What follows belongs to an exercise in optimizing a design on an open flow for small area; a production flow would make more cautious choices.
The RTL was checked by simulation tests, not by an equivalence proof against the original design.
No activity file was given, so power comes from the tool's default toggle rates.

**flow/config.mk**
```make
export PLATFORM = sky130hd
export DESIGN_NAME = main_module
export DESIGN_NICKNAME = main_module
export VERILOG_FILES = /design/flow/design.v
export SDC_FILE = /design/flow/constraint.sdc
export NUM_CORES = 4
export LEC_CHECK = 0
export CAP_MARGIN = 20
export CORE_MARGIN = 8
export CORE_UTILIZATION = 30
export SLEW_MARGIN = 20
```
**flow/constraint.sdc**
```tcl
create_clock -name core_clock -period 12.5 [get_ports {clk}]
set_input_delay 2.5000 -clock core_clock [delete_from_list [all_inputs] [get_ports {clk}]]
set_output_delay 2.5000 -clock core_clock [all_outputs]
set_load 0.01 [all_outputs]
```
**flow/design.v**
```verilog
`timescale 1ns / 1ps
module Data_memory(mux_ans_dm,RW_dm,ans_ex,B_Bypass,RW_ex,mem_en_ex,mem_rw_ex,mem_mux_sel_ex,clk,reset,ans_dm);
output [7:0] mux_ans_dm;
output reg [4:0] RW_dm;
reg mem_mux_sel_dm;
reg [7:0] ans_reg;
input [7:0] ans_ex,B_Bypass;
input [4:0] RW_ex;
input mem_en_ex,mem_rw_ex,mem_mux_sel_ex,clk,reset;
input [7:0] ans_dm;	 
assign mux_ans_dm=(mem_mux_sel_dm==0)?ans_reg:ans_dm;
always@(posedge clk)	 
begin
		if(reset==1)	 
		begin
			ans_reg<=ans_ex;
			mem_mux_sel_dm<=mem_mux_sel_ex;
			RW_dm<=RW_ex;
		end
		else	 
		begin
			ans_reg<=8'b00000000;
			mem_mux_sel_dm<=0;
			RW_dm<=5'b00000;
		end
end		
endmodule
`timescale 1ns / 1ps
module progcount_im_block(ins,ins_pm,current_address,jmp_loc,pc_mux_sel,stall,stall_pm,reset,clk,mux1,ins_temp);
output [19:0]ins;
output [19:0]ins_pm;
output [7:0]current_address;
reg [7:0] address_hold,next_address;
reg [19:0] reg1;
input [7:0]jmp_loc;
input pc_mux_sel,stall,stall_pm,reset,clk;
wire [7:0]current_address_temp,increment_address;
output [7:0]mux1;	 
input [19:0] ins_temp;	 
assign current_address_temp=(stall==0)?next_address:address_hold;
assign current_address=(pc_mux_sel==0)?current_address_temp:jmp_loc;
assign ins=(stall_pm==1)?reg1:ins_temp;
assign mux1=(reset==1)?current_address:8'b00000000;
assign ins_pm=(reset==1)?ins:20'b00000000000000000000;
assign increment_address = mux1 + 8'b00000001;
always@(posedge clk)   
begin
		if(reset==1)  
		begin
			next_address<=increment_address;
			address_hold<=mux1;
			reg1<=ins;
		end
		else  
		begin
				next_address<=8'b00000000; 
				address_hold<=8'b00000000;
				reg1<=20'b00000000000000000000;
		end
end
endmodule
`timescale 1ns / 1ps
module dependency_check_block(mux_sel_a,mux_sel_b,imm_sel,imm,mem_en_dec,mem_rw_dec,mem_mux_sel_dec,RW_dec,op_dec,ins,clk,reset);
output reg [7:0]imm;
output reg [4:0]op_dec;
output [4:0]RW_dec;
output [1:0]mux_sel_a,mux_sel_b;
output imm_sel,mem_rw_dec,mem_mux_sel_dec,mem_en_dec;
input [19:0]ins;
input clk,reset;
wire ld_st,temp_imm,temp1,temp2,temp3,temp4,temp5,temp7,temp8,temp9,temp10,nor1,comp1,comp2,comp3,comp4,comp5,comp6,D1,D2,D3,D4;
wire [14:0] extend,temp6;
reg [4:0] reg1,reg2,reg3,reg4,reg5,r1;
reg Q1,Q2,Q3,Q4;
and(ld_st,ins[19],~ins[18],ins[17],~ins[16]);  
and(temp_imm,~ins[19],ins[18]);					  
and(temp1,ins[19],~ins[18],ins[17],~ins[16],~ins[15],~Q4);	
and(temp2,ins[19],ins[18],ins[17]);
and(temp3,ins[19],ins[18],~ins[17],~ins[16],~ins[15]);
nor(nor1,temp2,temp3,Q4);	
assign temp6 = ins[14:0]&extend;  
assign extend[14:0]=(nor1==1)?15'b111111111111111:15'b000000000000000;	 
and(temp4,ins[15],~Q1);    
and(temp5,ld_st,~Q2);	  
and(mem_mux_sel_dec,~Q1,Q2);	 
assign comp1=(reg2==reg1)?1:0;
assign comp2=(reg3==reg1)?1:0;
assign comp3=(reg4==reg1)?1:0;
assign comp4=(reg2==reg5)?1:0;
assign comp5=(reg3==reg5)?1:0;
assign comp6=(reg4==reg5)?1:0;
and(temp7,~comp1,comp2);
and(temp8,~comp1,~comp2,comp3);
and(temp9,~comp4,comp5);
and(temp10,~comp4,~comp5,comp6);
assign mux_sel_a=((comp1==1'b1)?2'b01:((temp7==1'b1)?2'b10:((temp8==1'b1)?2'b11:2'b00)));
assign mux_sel_b=((comp4==1'b1)?2'b01:((temp9==1'b1)?2'b10:((temp10==1'b1)?2'b11:2'b00)));
assign D1=temp4;
assign D2=temp5;
assign D3=temp_imm;
assign D4=temp1;
assign mem_en_dec=Q2;
assign mem_rw_dec=Q1;
assign imm_sel=Q3;
assign RW_dec=r1;
always@(posedge clk) 
begin
		if(reset==1)	 
		begin
				Q1<=D1;		 
				Q2<=D2;		 
				Q3<=D3;		 
				Q4<=D4;		 
				imm[4:0]<=ins[4:0];		 
				imm[7:5]<=3'b000;			 
				op_dec<=ins[19:15];		 
				reg1<=temp6[9:5];			 
				r1<=temp6[14:10];			 
				reg2<=r1;					 
				reg3<=reg2;					 
				reg4<=reg3;					 
				reg5<=temp6[4:0];			 
		end
		else		 
		begin
				Q1<=0;
				Q2<=0;
				Q3<=0;
				Q4<=0;
				imm[7:0]<=8'b00000000;
				op_dec<=5'b00000;
				reg1<=5'b00000;
				r1<=5'b00000;
				reg2<=5'b00000;
				reg3<=5'b00000;
				reg4<=5'b00000;
				reg5<=5'b00000;
		end
end
endmodule  
`timescale 1ns / 1ps
module StallControl_Block(stall,stall_pm,ins_pm,clk,reset);
output stall;
output reg stall_pm;
input [19:0]ins_pm;	 
input clk,reset;
wire jump_out,ld_out,hlt_out;
reg Q_temp1,Q_temp2,Q_temp3;
and(jump_out,ins_pm[17],ins_pm[18],ins_pm[19],~(Q_temp2));		 
and(ld_out,ins_pm[19],~(ins_pm[18]),ins_pm[17],~(ins_pm[16]),~(ins_pm[15]),~(Q_temp3));	 
and(hlt_out,ins_pm[19],~(ins_pm[18]),~(ins_pm[17]),~(ins_pm[16]),ins_pm[15]);		 
or(stall,jump_out,ld_out,hlt_out);	 
always@(posedge clk) 
begin
		if(reset==1)	 
		begin
				Q_temp1<=jump_out;  
				Q_temp2<=Q_temp1;  
				Q_temp3<=ld_out;  
				stall_pm<=stall;  
		end
		else	 
		begin
				Q_temp1<=0;
				Q_temp2<=0;
				Q_temp3<=0;
				stall_pm<=0;
		end
end
endmodule  
`timescale 1ns / 1ps
module Register_bank(A,B,ins,RW_dm,ans_ex,mux_ans_dm,ans_wb,imm,mux_sel_a,mux_sel_b,imm_sel,clk,reset);
output [7:0] A,B;
reg [7:0] reg_A,reg_B;
reg [255:0] membyte;	 
input [19:0] ins;
input [4:0] RW_dm;
input [7:0] ans_ex,mux_ans_dm,ans_wb,imm;
input [1:0] mux_sel_a,mux_sel_b;
input imm_sel,clk,reset;
integer i;
wire [4:0] RA,RB;
wire [7:0] temp_B;
assign A=(mux_sel_a==2'b00)?reg_A:(mux_sel_a==2'b01)?ans_ex:(mux_sel_a==2'b10)?mux_ans_dm:ans_wb;
assign temp_B=(mux_sel_b==2'b00)?reg_B:(mux_sel_b==2'b01)?ans_ex:(mux_sel_b==2'b10)?mux_ans_dm:ans_wb;
assign B=(imm_sel==0)?temp_B:imm;
assign RA=ins[9:5];
assign RB=ins[4:0];
always@(posedge clk)	 
begin
		if(reset==1)	 
		begin
				reg_A<=membyte[RA*8 +: 8];	 
				reg_B<=membyte[RB*8 +: 8];	 
				membyte[RW_dm*8 +: 8]<=mux_ans_dm;	 
		end
		else	 
		begin
				reg_A<=0;
				reg_B<=0;
				for(i=0;i<32;i=i+1)
					membyte[i*8 +: 8]<=i[7:0];	 
		end
end										
endmodule  
`timescale 1ns / 1ps
module JumpControl_Block(pc_mux_sel,jmp_loc,ins,clk,interrupt,current_address,flag_ex,reset);
output [7:0] jmp_loc;
output pc_mux_sel;
input [19:0] ins;
input [7:0] current_address;
input [3:0] flag_ex;
input clk,reset,interrupt;
wire JC,JNC,JZ,JNZ,JMP,RET,temp1,temp2,temp3,temp4;
wire [7:0]mux1,mux2;
wire [3:0]mux3,mux4;
reg out_reg1;
reg [7:0]out_reg2;
reg [3:0]out_reg3;
and(JC,~ins[15],~ins[16],ins[17],ins[18],ins[19]);		 
and(JNC,ins[15],~ins[16],ins[17],ins[18],ins[19]);		 
and(JZ,~ins[15],ins[16],ins[17],ins[18],ins[19]);		 
and(JNZ,ins[15],ins[16],ins[17],ins[18],ins[19]);		 
and(JMP,~ins[15],~ins[16],~ins[17],ins[18],ins[19]);	 
and(RET,~ins[15],~ins[16],~ins[17],~ins[18],ins[19]);	 
and(temp1,JC,mux4[0]);
and(temp2,JNC,~mux4[0]);
and(temp3,JZ,mux4[1]);
and(temp4,JNZ,~mux4[1]);
or(pc_mux_sel,temp1,temp2,temp3,RET,temp4,JMP,out_reg1);
assign mux1=(out_reg1==1)?8'hf0:ins[7:0];
assign mux2=(interrupt==1)?current_address:out_reg2;
assign mux3=(interrupt==1)?flag_ex:out_reg3;
assign mux4=(RET==1)?out_reg3:flag_ex;
assign jmp_loc=(RET==1)?out_reg2:mux1;
always@(posedge clk)  
begin
	if(reset==1)	 
   begin
		out_reg1<=interrupt;  
		out_reg2<=mux2;	 
		out_reg3<=mux3;	 
	end
	else	 
	begin
		out_reg1<=0;
		out_reg2<=0;
		out_reg3<=0;
	end
end
endmodule
`timescale 1ns / 1ps
module write_back_block(mux_ans_dm,clk,reset,ans_wb);
input [7:0]mux_ans_dm;
input clk,reset;
output reg [7:0]ans_wb;
always@(posedge clk)	 
begin
		if(reset==1'b1)		 
			ans_wb<=mux_ans_dm;
		else						 
			ans_wb<=8'b00000000;
end
endmodule  
`timescale 1ns / 1ps
module microprocessor(ans_ex, data_out, B_Bypass, mem_en_ex, mem_rw_ex, mem_mux_sel_ex, RW_ex,A, B, data_in, op_dec, clk, mem_en_dec, mem_rw_dec, mem_mux_sel_dec, RW_dec, reset, flag_ex);
output reg [7:0] ans_ex, data_out, B_Bypass;
output [3:0] flag_ex;
output reg mem_en_ex, mem_rw_ex, mem_mux_sel_ex;
output reg [4:0] RW_ex;
input [7:0] A, B, data_in;
input [4:0] op_dec, RW_dec;
input clk, mem_en_dec, mem_rw_dec, mem_mux_sel_dec, reset;
wire [7:0] a0, a1, a2, a3, a4, a5, a6, a7, a8, a9, a10, a11, a12, a13, a14, a15, a16, a17, a18, a19, a20, a21, a22, a23, a24, a25, a26, a27;
wire [3:0] f0, f1, f2, f3, f4, f5, f6, f7, f8, f9, f10, f11, f12, f13, f14, f15, f17, f16, f18, f19, f20, f21, f22, f23, f24, f25, f26, f27;
wire [6:0] cin1, cin2;
wire [7:0] ans_temp, B2, ans_t, B_temp;	
wire [7:0] data_out_buff, data_out_temp;	
wire [4:0] RW_dec_temp;	
wire mem_en_dec_temp, mem_rw_dec_temp, mem_mux_sel_dec_temp;
reg [3:0] flag_temp;
assign ans_temp = (op_dec==5'b00000) ? a0: 
						(op_dec==5'b00001) ? a1: 
						(op_dec==5'b00010) ? a2: 
						(op_dec==5'b00100) ? a3: 
						(op_dec==5'b00101) ? a4: 
						(op_dec==5'b00110) ? a5: 
						(op_dec==5'b00111) ? a6: 
						(op_dec==5'b01000) ? a7: 
						(op_dec==5'b01001) ? a8: 
						(op_dec==5'b01010) ? a9: 
						(op_dec==5'b01100) ? a10: 
						(op_dec==5'b01101) ? a11: 
						(op_dec==5'b01110) ? a12: 
						(op_dec==5'b01111) ? a13: 
						(op_dec==5'b10000) ? a14: 
						(op_dec==5'b10001) ? a15: 
						(op_dec==5'b10100) ? a16: 
						(op_dec==5'b10101) ? a17: 
						(op_dec==5'b10110) ? a18: 
						(op_dec==5'b10111) ? a19: 
						(op_dec==5'b11000) ? a20: 
						(op_dec==5'b11001) ? a21: 
						(op_dec==5'b11010) ? a22: 
						(op_dec==5'b11011) ? a23: 
						(op_dec==5'b11100) ? a24: 
						(op_dec==5'b11101) ? a25: 
						(op_dec==5'b11110) ? a26: 
						(op_dec==5'b11111) ? a27: 0;
assign flag_ex = (op_dec==5'b00000) ? f0: 
					  (op_dec==5'b00001) ? f1:
					  (op_dec==5'b00010) ? f2 : 
					  (op_dec==5'b00100) ? f3 : 
					  (op_dec==5'b00101) ? f4 : 
					  (op_dec==5'b00110) ? f5 : 
					  (op_dec==5'b00111) ? f6 : 
					  (op_dec==5'b01000) ? f7 : 
					  (op_dec==5'b01001) ? f8 : 
					  (op_dec==5'b01010) ? f9 : 
					  (op_dec==5'b01100) ? f10 : 
					  (op_dec==5'b01101) ? f11 : 
					  (op_dec==5'b01110) ? f12 : 
					  (op_dec==5'b01111) ? f13 : 
					  (op_dec==5'b10000) ? f14: 
					  (op_dec==5'b10001) ? f15 : 
					  (op_dec==5'b10100) ? f16 : 
					  (op_dec==5'b10101) ? f17 : 
					  (op_dec==5'b10110) ? f18 : 
					  (op_dec==5'b10111) ? f19 : 
					  (op_dec==5'b11000) ? f20 : 
					  (op_dec==5'b11001) ? f21 : 
					  (op_dec==5'b11010) ? f22 : 
					  (op_dec==5'b11011) ? f23 : 
					  (op_dec==5'b11100) ? f24 : 
					  (op_dec==5'b11101) ? f25 : 
					  (op_dec==5'b11110) ? f26 : 
					  (op_dec==5'b11111) ? f27 : 0;
assign {cin1[0], a0[0]} = A[0] + B[0];
assign {cin1[1], a0[1]} = A[1] + B[1] + cin1[0];
assign {cin1[2], a0[2]} = A[2] + B[2] + cin1[1];
assign {cin1[3], a0[3]} = A[3]+ B[3] + cin1[2];
assign {cin1[4], a0[4]} = A[4]+ B[4] + cin1[3];
assign {cin1[5], a0[5]} = A[5]+ B[5] + cin1[4];
assign {cin1[6], a0[6]} = A[6]+ B[6] + cin1[5];
assign {f0[0], a0[7]} = A[7] + B[7] + cin1[6];								 
assign f0[1] = ~(a0[0]|a0[1]|a0[2]|a0[3]|a0[4]|a0[5]|a0[6]|a0[7]);	 
assign f0[2]= f0[0] ^ cin1[6];													 
assign f0[3] = a0[0]^a0[1]^a0[2]^a0[3]^a0[4]^a0[5]^a0[6]^a0[7];		 
assign B2=~B+1'b1;
assign {cin2[0], a1[0]} = A[0] + B2[0];
assign {cin2[1], a1[1]} = A[1] + B2[1] + cin2[0];
assign {cin2[2], a1[2]} = A[2] + B2[2] + cin2[1];
assign {cin2[3], a1[3]} = A[3]+ B2[3] + cin2[2];
assign {cin2[4], a1[4]} = A[4]+ B2[4] + cin2[3];
assign {cin2[5], a1[5]} = A[5]+ B2[5] + cin2[4];
assign {cin2[6], a1[6]} = A[6]+ B2[6] + cin2[5];
assign {f1[0], a1[7]} = A[7] + B2[7] + cin2[6];								 
assign f1[1] = ~(a1[0]|a1[1]|a1[2]|a1[3]|a1[4]|a1[5]|a1[6]|a1[7]);	 
assign f1[2]= f1[0] ^ cin2[6];													 
assign f1[3] = a1[0]^a1[1]^a1[2]^a1[3]^a1[4]^a1[5]^a1[6]^a1[7];		 
assign a2 = B;
assign f2[0] = 0;																		 
assign f2[1] = ~(a2[0]|a2[1]|a2[2]|a2[3]|a2[4]|a2[5]|a2[6]|a2[7]);	 
assign f2[2] = 0;																		 
assign f2[3] = a2[0]^a2[1]^a2[2]^a2[3]^a2[4]^a2[5]^a2[6]^a2[7];		 
assign a3 = A&B;
assign f3[0] = 0;																		 
assign f3[1] = ~(a3[0]|a3[1]|a3[2]|a3[3]|a3[4]|a3[5]|a3[6]|a3[7]);	 
assign f3[2] = 0;																		 
assign f3[3] = a3[0]^a3[1]^a3[2]^a3[3]^a3[4]^a3[5]^a3[6]^a3[7];		 
assign a4 = A|B;
assign f4[0] = 0;																		 
assign f4[1] = ~(a4[0]|a4[1]|a4[2]|a4[3]|a4[4]|a4[5]|a4[6]|a4[7]);	 
assign f4[2] = 0;																		 
assign f4[3] = a4[0]^a4[1]^a4[2]^a4[3]^a4[4]^a4[5]^a4[6]^a4[7];		 
assign a5 = A^B;
assign f5[0] = 0;																		 
assign f5[1] = ~(a5[0]|a5[1]|a5[2]|a5[3]|a5[4]|a5[5]|a5[6]|a5[7]);	 
assign f5[2] = 0;																		 
assign f5[3] = a5[0]^a5[1]^a5[2]^a5[3]^a5[4]^a5[5]^a5[6]^a5[7];		 
assign a6 = ~B;
assign f6[0] = 0;																		 
assign f6[1] = ~(a6[0]|a6[1]|a6[2]|a6[3]|a6[4]|a6[5]|a6[6]|a6[7]);	 
assign f6[2] = 0;																		 
assign f6[3] = a6[0]^a6[1]^a6[2]^a6[3]^a6[4]^a6[5]^a6[6]^a6[7];		 
assign a7 = a0;
assign f7 = f0;
assign a8 = a1;
assign f8 = f1;
assign a9 = a2;
assign f9 = f2;
assign a10 = a3;
assign f10 = f3;
assign a11 = a4;
assign f11 = f4;
assign a12 = a5;
assign f12 = f5;
assign a13 = a6;
assign f13 = f6;
assign a14 = ans_ex;
assign f14 = 0;
assign a15 = ans_ex;
assign f15 = 0;
assign a16 = A;
assign f16 = flag_temp;
assign a17 = A;
assign f17 = flag_temp;
assign a18 = data_in;
assign f18[0] = 0;																				 
assign f18[1] = ~(a18[0]|a18[1]|a18[2]|a18[3]|a18[4]|a18[5]|a18[6]|a18[7]);	 
assign f18[2] = 0;																				 
assign f18[3] = a18[0]^a18[1]^a18[2]^a18[3]^a18[4]^a18[5]^a18[6]^a18[7];		 
assign a19 = ans_ex;
assign f19 = flag_temp;
assign a20 = ans_ex;
assign f20 = flag_temp;
assign a21 = A<<B;
assign f21[0] = 0;																					 
assign f21[1] = ~(a21[0]|a21[1]|a21[2]|a21[3]|a21[4]|a21[5]|a21[6]|a21[7]);		 
assign f21[2] = 0;																					 
assign f21[3] = a21[0]^a21[1]^a21[2]^a21[3]^a21[4]^a21[5]^a21[6]^a21[7];			 
assign a22 = A>>B;
assign f22[0] = 0;																					 
assign f22[1] = ~(a22[0]|a22[1]|a22[2]|a22[3]|a22[4]|a22[5]|a22[6]|a22[7]);		 
assign f22[2] = 0;																					 
assign f22[3] = a22[0]^a22[1]^a22[2]^a22[3]^a22[4]^a22[5]^a22[6]^a22[7];			 
assign a23 = (B[3:0] == 4'b0000) ?A:
				 (B[3:0] == 4'b0001) ?{A[7],A[7],A[6:1]}:
				 (B[3:0] == 4'b0010) ?{A[7],A[7],A[7],A[6:2]}:
				 (B[3:0] == 4'b0011) ?{A[7],A[7],A[7],A[7],A[6:3]}:
				 (B[3:0] == 4'b0100) ?{A[7],A[7],A[7],A[7],A[7],A[6:4]}:
				 (B[3:0] == 4'b0101) ?{A[7],A[7],A[7],A[7],A[7],A[7],A[6:5]}:
				 (B[3:0] == 4'b0110) ?{A[7],A[7],A[7],A[7],A[7],A[7],A[7],A[6]}:{A[7],A[7],A[7],A[7],A[7],A[7],A[7],A[7]};
assign f23[0] = 0;																					 
assign f23[1] = ~(a23[0]|a23[1]|a23[2]|a23[3]|a23[4]|a23[5]|a23[6]|a23[7]);		 
assign f23[2] = 0;																					 
assign f23[3] = a23[0]^a23[1]^a23[2]^a23[3]^a23[4]^a23[5]^a23[6]^a23[7];			 
assign a24 = ans_ex;
assign f24 = flag_temp;
assign a25 = ans_ex;
assign f25 = flag_temp;
assign a26 = ans_ex;
assign f26 = flag_temp;
assign a27 = ans_ex;
assign f27 = flag_temp;
assign data_out_buff = (op_dec==5'b10111 ? A : data_out);	
assign ans_t = (reset == 1) ? ans_temp : 0;
assign B_temp = (reset == 1) ? B : 0;
assign data_out_temp = (reset == 1) ? data_out_buff : 0;
assign mem_en_dec_temp = (reset == 1) ? mem_en_dec : 0;
assign mem_rw_dec_temp = (reset == 1) ? mem_rw_dec : 0;
assign mem_mux_sel_dec_temp = (reset == 1) ? mem_mux_sel_dec : 0;
assign RW_dec_temp = (reset == 1) ? RW_dec : 0;
always@(posedge clk)  
begin
		flag_temp <= flag_ex;
		ans_ex <= ans_t;
		B_Bypass <= B_temp;
		data_out <= data_out_temp;
		mem_en_ex <= mem_en_dec_temp;
		mem_rw_ex <= mem_rw_dec_temp;
		mem_mux_sel_ex <= mem_mux_sel_dec_temp;
		RW_ex <= RW_dec_temp;
end
endmodule  
`timescale 1ns / 1ps
module main_module(data_out,ins,A,B,current_address,ans_ex,mux_ans_dm,ans_wb,data_in,clk,interrupt,reset,
	imem_addr,imem_rdata,dmem_en,dmem_we,dmem_addr,dmem_wdata,dmem_rdata);
output [19:0] ins;
output [7:0] A,B,current_address,ans_ex,mux_ans_dm,ans_wb,data_out;
input [7:0] data_in;
input clk,interrupt,reset;
output [7:0] imem_addr;
input [19:0] imem_rdata;
output dmem_en,dmem_we;
output [7:0] dmem_addr,dmem_wdata;
input [7:0] dmem_rdata;
wire [19:0]ins_pm;
wire [7:0] B_Bypass,imm,mux_ans_dm,jmp_loc,current_address;
wire [4:0]op_dec,RW_dec,RW_dm,RW_ex;
wire [3:0]flag_ex;
wire [1:0]mux_sel_a,mux_sel_b;
wire mem_en_ex,mem_rw_ex,mem_mux_sel_ex,clk,reset,imm_sel,interrupt,pc_mux_sel,stall,stall_pm,mem_en_dec,mem_rw_dec,mem_mux_sel_dec;
Data_memory dm(mux_ans_dm,RW_dm,ans_ex,B_Bypass,RW_ex,mem_en_ex,mem_rw_ex,mem_mux_sel_ex,clk,reset,dmem_rdata);
progcount_im_block pi(ins,ins_pm,current_address,jmp_loc,pc_mux_sel,stall,stall_pm,reset,clk,imem_addr,imem_rdata);
microprocessor mi(ans_ex, data_out, B_Bypass, mem_en_ex, mem_rw_ex, mem_mux_sel_ex, RW_ex,A, B, data_in, op_dec, clk, mem_en_dec, mem_rw_dec, mem_mux_sel_dec, RW_dec, reset, flag_ex);
dependency_check_block db(mux_sel_a,mux_sel_b,imm_sel,imm,mem_en_dec,mem_rw_dec,mem_mux_sel_dec,RW_dec,op_dec,ins,clk,reset);
StallControl_Block sb(stall,stall_pm,ins_pm,clk,reset);
Register_bank rb(A,B,ins,RW_dm,ans_ex,mux_ans_dm,ans_wb,imm,mux_sel_a,mux_sel_b,imm_sel,clk,reset);
JumpControl_Block jb(pc_mux_sel,jmp_loc,ins,clk,interrupt,current_address,flag_ex,reset);
write_back_block wb(mux_ans_dm,clk,reset,ans_wb);
assign dmem_en=mem_en_ex;
assign dmem_we=mem_rw_ex;
assign dmem_addr=ans_ex;
assign dmem_wdata=B_Bypass;
endmodule  
```
**flow/run.sh**
```bash
#!/bin/bash
# synth_recipe.tcl (not shown) runs the flow's synth.tcl, then flattens the netlist and writes it again
# the make line also repeats each setting of config.mk as NAME=value (left out here)
make -C /OpenROAD-flow-scripts/flow DESIGN_CONFIG=/design/flow/config.mk WORK_HOME=/design/flow/orfs CLKGATE_MAP_FILE= SYNTH_SCRIPT=/design/flow/synth_recipe.tcl finish
```
==> impl_results.md <==
- Outcome: finished clean
- Most frequent cells in the layout: nand2_1, dfxtp_1, nor2_1
- Crit-path leading delay family: adder cells
- Final TNS setup: 0 ns
- Clk slew on worst S/H paths: 0.06 ns
- HP Class: reg2reg
- Multiplexer share of the synthesized area: 3.17%
- Sequential share of power: 31.8%
- Slowest CP cell: clkdlybuf4s50_1
- Worst skew pair latency: 0.62 ns
- Clock root cell: clkbuf_16
- Post-Synth XOR/XNOR Area: 1.77%
- Switching Fraction: 36.4%
- Async set-reset flop share out of synthesis: 0%
- Post-Place Cells: 4,183
- MaxCap Viol Count: 0
- Setup crit start kind: input port
- Area growth from synthesis to layout: 19.0%
- Ys flop type: dfxtp_1
- Post-synthesis cell count: 3,192
- Vias: 24,200
- Deepest clock path buffer count: 3
- CP required: 10.00 ns
- Final Hold Violating Endpoints: 0
- Routed vias/inst: 5.66
- WS Path Type: in2out
- Post-synth cell types: 87
- Most common cell after layout, fill and taps aside: nand2_1
- Achievable Freq: 81.8 MHz
- Overall Global Routing Usage: 21.1%
- Post-Synth Simple-Gate Area: 28.7%
- Critical Path Most Common Cell: fa_1
- Max FFs per register: 256
- Unrepaired setup endpoints after global routing: true
- Slew Limit Headroom: 20.9%
- CP Buf/Inv Count: 8
- GRT Residual Overflow: 0
- Final WS setup: 0.279 ns
- Antenna diodes: 0
- Register area share after synthesis: 35.1%
- Worst Setup End Kind: output port
- Clock network power share: 35.4%
- Worst hold margin: 0.422 ns
- Die W: 294 µm
- PD cells: 160 mW/mm²
- Tightest Pin Transition: 1.17 ns
- Clk_skew: 0.0358 ns
- Crit path arrival time: 9.72 ns
- Compound-Gate Fraction of Synth Area: 22.8%
- DR pass1 iterations: 6
- Setup violations, final: 0
- Post-route DRC: 0
- Initial DRC Count: 2,911
- Largest regs: rb.membyte x256, pi.reg1 x20
- Adder-cell share of the synthesized area: 2.25%
- Crit path time final: 12.22 ns
- Number of global-route vias before repair: 22,300
- Pwr Total: 4.41 mW
- Post-Layout Cell Count: 4,277
- CTS Sinks: 407
- H-tree Lvls: 2
- Die footprint: 0.0865 mm²
- # IOs: 141
- Largest reg by FF count: rb.membyte
- Yosys warns: 8
- Worst vdd ir: 0.000115 V
- Leakage: 10.0 nW
- Number of buffers added on ports: 140
- Area of the mapped netlist: 0.0232 mm²
- Part of the power in combinational logic: 32.8%
- Post-synth EDFFs: 0
- Dpl hpwl: 63,100 µm
- CP peak stage delay: 0.53 ns
- Routability cong.: 0.994
- Cts bufs inserted: 48
- Antenna violations before repair: 3
- Final Max Slew Viols: 0
- Final wirelength: 95,600 µm
- Initial Util: 30.1%
- Die Ht: 294 µm
- CTS tree: yes
- Layout cells sized above 1: 8.71%
- Syn_nets: 3,265
- Site Rows: 102
- CTS Hold Bufs: 0
- Crit-path max FO: 9
- Global-route wire length before repair: 143,000 µm
- Yosys reg bits: 407
- Placement Setup Slack: -0.0933 ns
- Main combinational cell family by area after synthesis: simple AND/OR/NAND/NOR gates
- Pin count of the biggest net entering global routing: 118
- Cell-internal power: 2.80 mW
- Final Cycle Share: 97.8%
- Core box area: 0.0771 mm²
- Syn Area/Cell: 7.27 µm²
- Switching Power: 1.60 mW
- Detail Route Antenna Nets: 0
- Drt wl/cell: 22.4 µm
- Layout Nets: 3,270
==> layer usage <==
layer  vias up  track usage, %  routed length, µm
met1     11500            28.5              40600
met3       256            3.97               9040
li1      11300               -                  -
met4         2            8.96               4120
met2      1245            32.6              41800
met5         -               0                 13
==> synthesized netlist by cell type (all sizes together) (10+ instances only) <==
cell type  count  area [µm²]
a221oi        14         135
fa            13         260
xor2          22         193
o211ai        33         248
o311ai        42         375
xnor2         24         218
nor4          21         131
clkbuf       217         815
nand2        773        2900
a31oi         44         275
nand3        101         510
mux2          10         113
inv           65         246
nor3          47         262
or3           15        93.8
a211oi       194        1460
nand2b        13        81.3
o2111ai       12         105
a21oi         91         459
ha            21         263
dfxtp        407        8150
and2          50         313
mux2i         57         602
buf           69         369
a311oi       102         900
and3         114         713
nor2         372        1400
o21ai        127         636
==> power by group through the flow <==
stage	registers, mW	clock network (mW)	logic [mW]
finish	1.40	1.56	1.45
global route	1.40	1.64	1.53
CTS	1.40	1.58	1.39
detailed placement	1.43	0	1.38
global placement	1.43	0	1.39
floorplan	1.40	0	0.834
==> what timing repair did <==
action	in CTS	in global routing
endpoints found under the hold margin	0	0
gates cloned	0	0
resized for setup	3	23
pin swaps	0	4
buffers inserted	0	2
setup endpoints to repair	12	16
==> final timing paths <==
kind	start	end	slack, ns	cells past startpoint
max	dmem_rdata[0]	imem_addr[4]	0.28	32
min	sb.Q_temp3$_SDFF_PN0_	sb.Q_temp3$_SDFF_PN0_	0.42	1
max reg2reg	db.reg3[0]$_SDFF_PN0_	pi.next_address[6]$_SDFF_PN0_	4.06	37
min reg2reg	sb.Q_temp3$_SDFF_PN0_	sb.Q_temp3$_SDFF_PN0_	0.42	1
==> through the flow <==
stage,util [%],instance area (µm²)
2_1_floorplan,-,23200
3_3_place_gp,33.3,25700
3_5_place_dp,33.3,25700
4_1_cts,35.6,27500
5_1_grt,35.8,27600
6_report,35.8,27600
==> worst register-to-register path, delay by kind of cell (launching register included) <==
| family | cells | cell delay [ns] |
|---|---|---|
| and+or+nand+nor | 9 | 1.59 |
| muxes | 1 | 0.27 |
| adders and majority gates | 9 | 2.58 |
| buffers and inverters | 6 | 0.51 |
| DFF | 1 | 0.67 |
| xor gates and xnor gates | 3 | 0.48 |
| AOI/OAI and AO/OA | 9 | 2.25 |
==> cell type report <==
| cell class | count | area [µm²] |
|---|---|---|
| clock buffers | 70 | 1470 |
| well taps | 1040 | 1300 |
| multi-input cells | 2429 | 13900 |
| flip-flops and latches | 407 | 8150 |
| repair buffers | 241 | 2190 |
| clock inverters | 20 | 307 |
| inverters | 70 | 278 |
| fillers | 8166 | 49500 |
==> kinds of logic after synthesis <==
group,count (synthesis)
fa+ha+maj,34
flops,407
mux,68
xor+xnor,46
compound gates,740
buf+inv,356
simple gates,1541

re-timing with driven ports:
How much do the figures lean on ideal ports? The routed layout below was timed once more, with nothing changed but the port constraints.
Step 1 (the two cells are an assumption about what drives the block):
set clk [get_ports {clk}]
set_driving_cell -lib_cell sky130_fd_sc_hd__clkbuf_16 $clk
set_driving_cell -lib_cell sky130_fd_sc_hd__buf_2 [delete_from_list [all_inputs] $clk]
Step 2 moves the port delays by t, midway between the first and last clock arrival at a register: inputs arrive t later, outputs are due t later. That takes back most of the time a late clock gives input paths.
a / b / c = no drivers / after step 1 / after step 2; a / b = the first two.
t, ns: 0.661
slack for setup (ns): 0.279 / 0.241 / 0.241
worst register clock-pin slew, ns: 0.07 / 0.07
worst slew at a driven data input, ns: 0.08
After both steps setup and hold are still met in this run. The setup slack of this run moves by -0.038 ns with the drivers and by -0.038 ns with both steps.
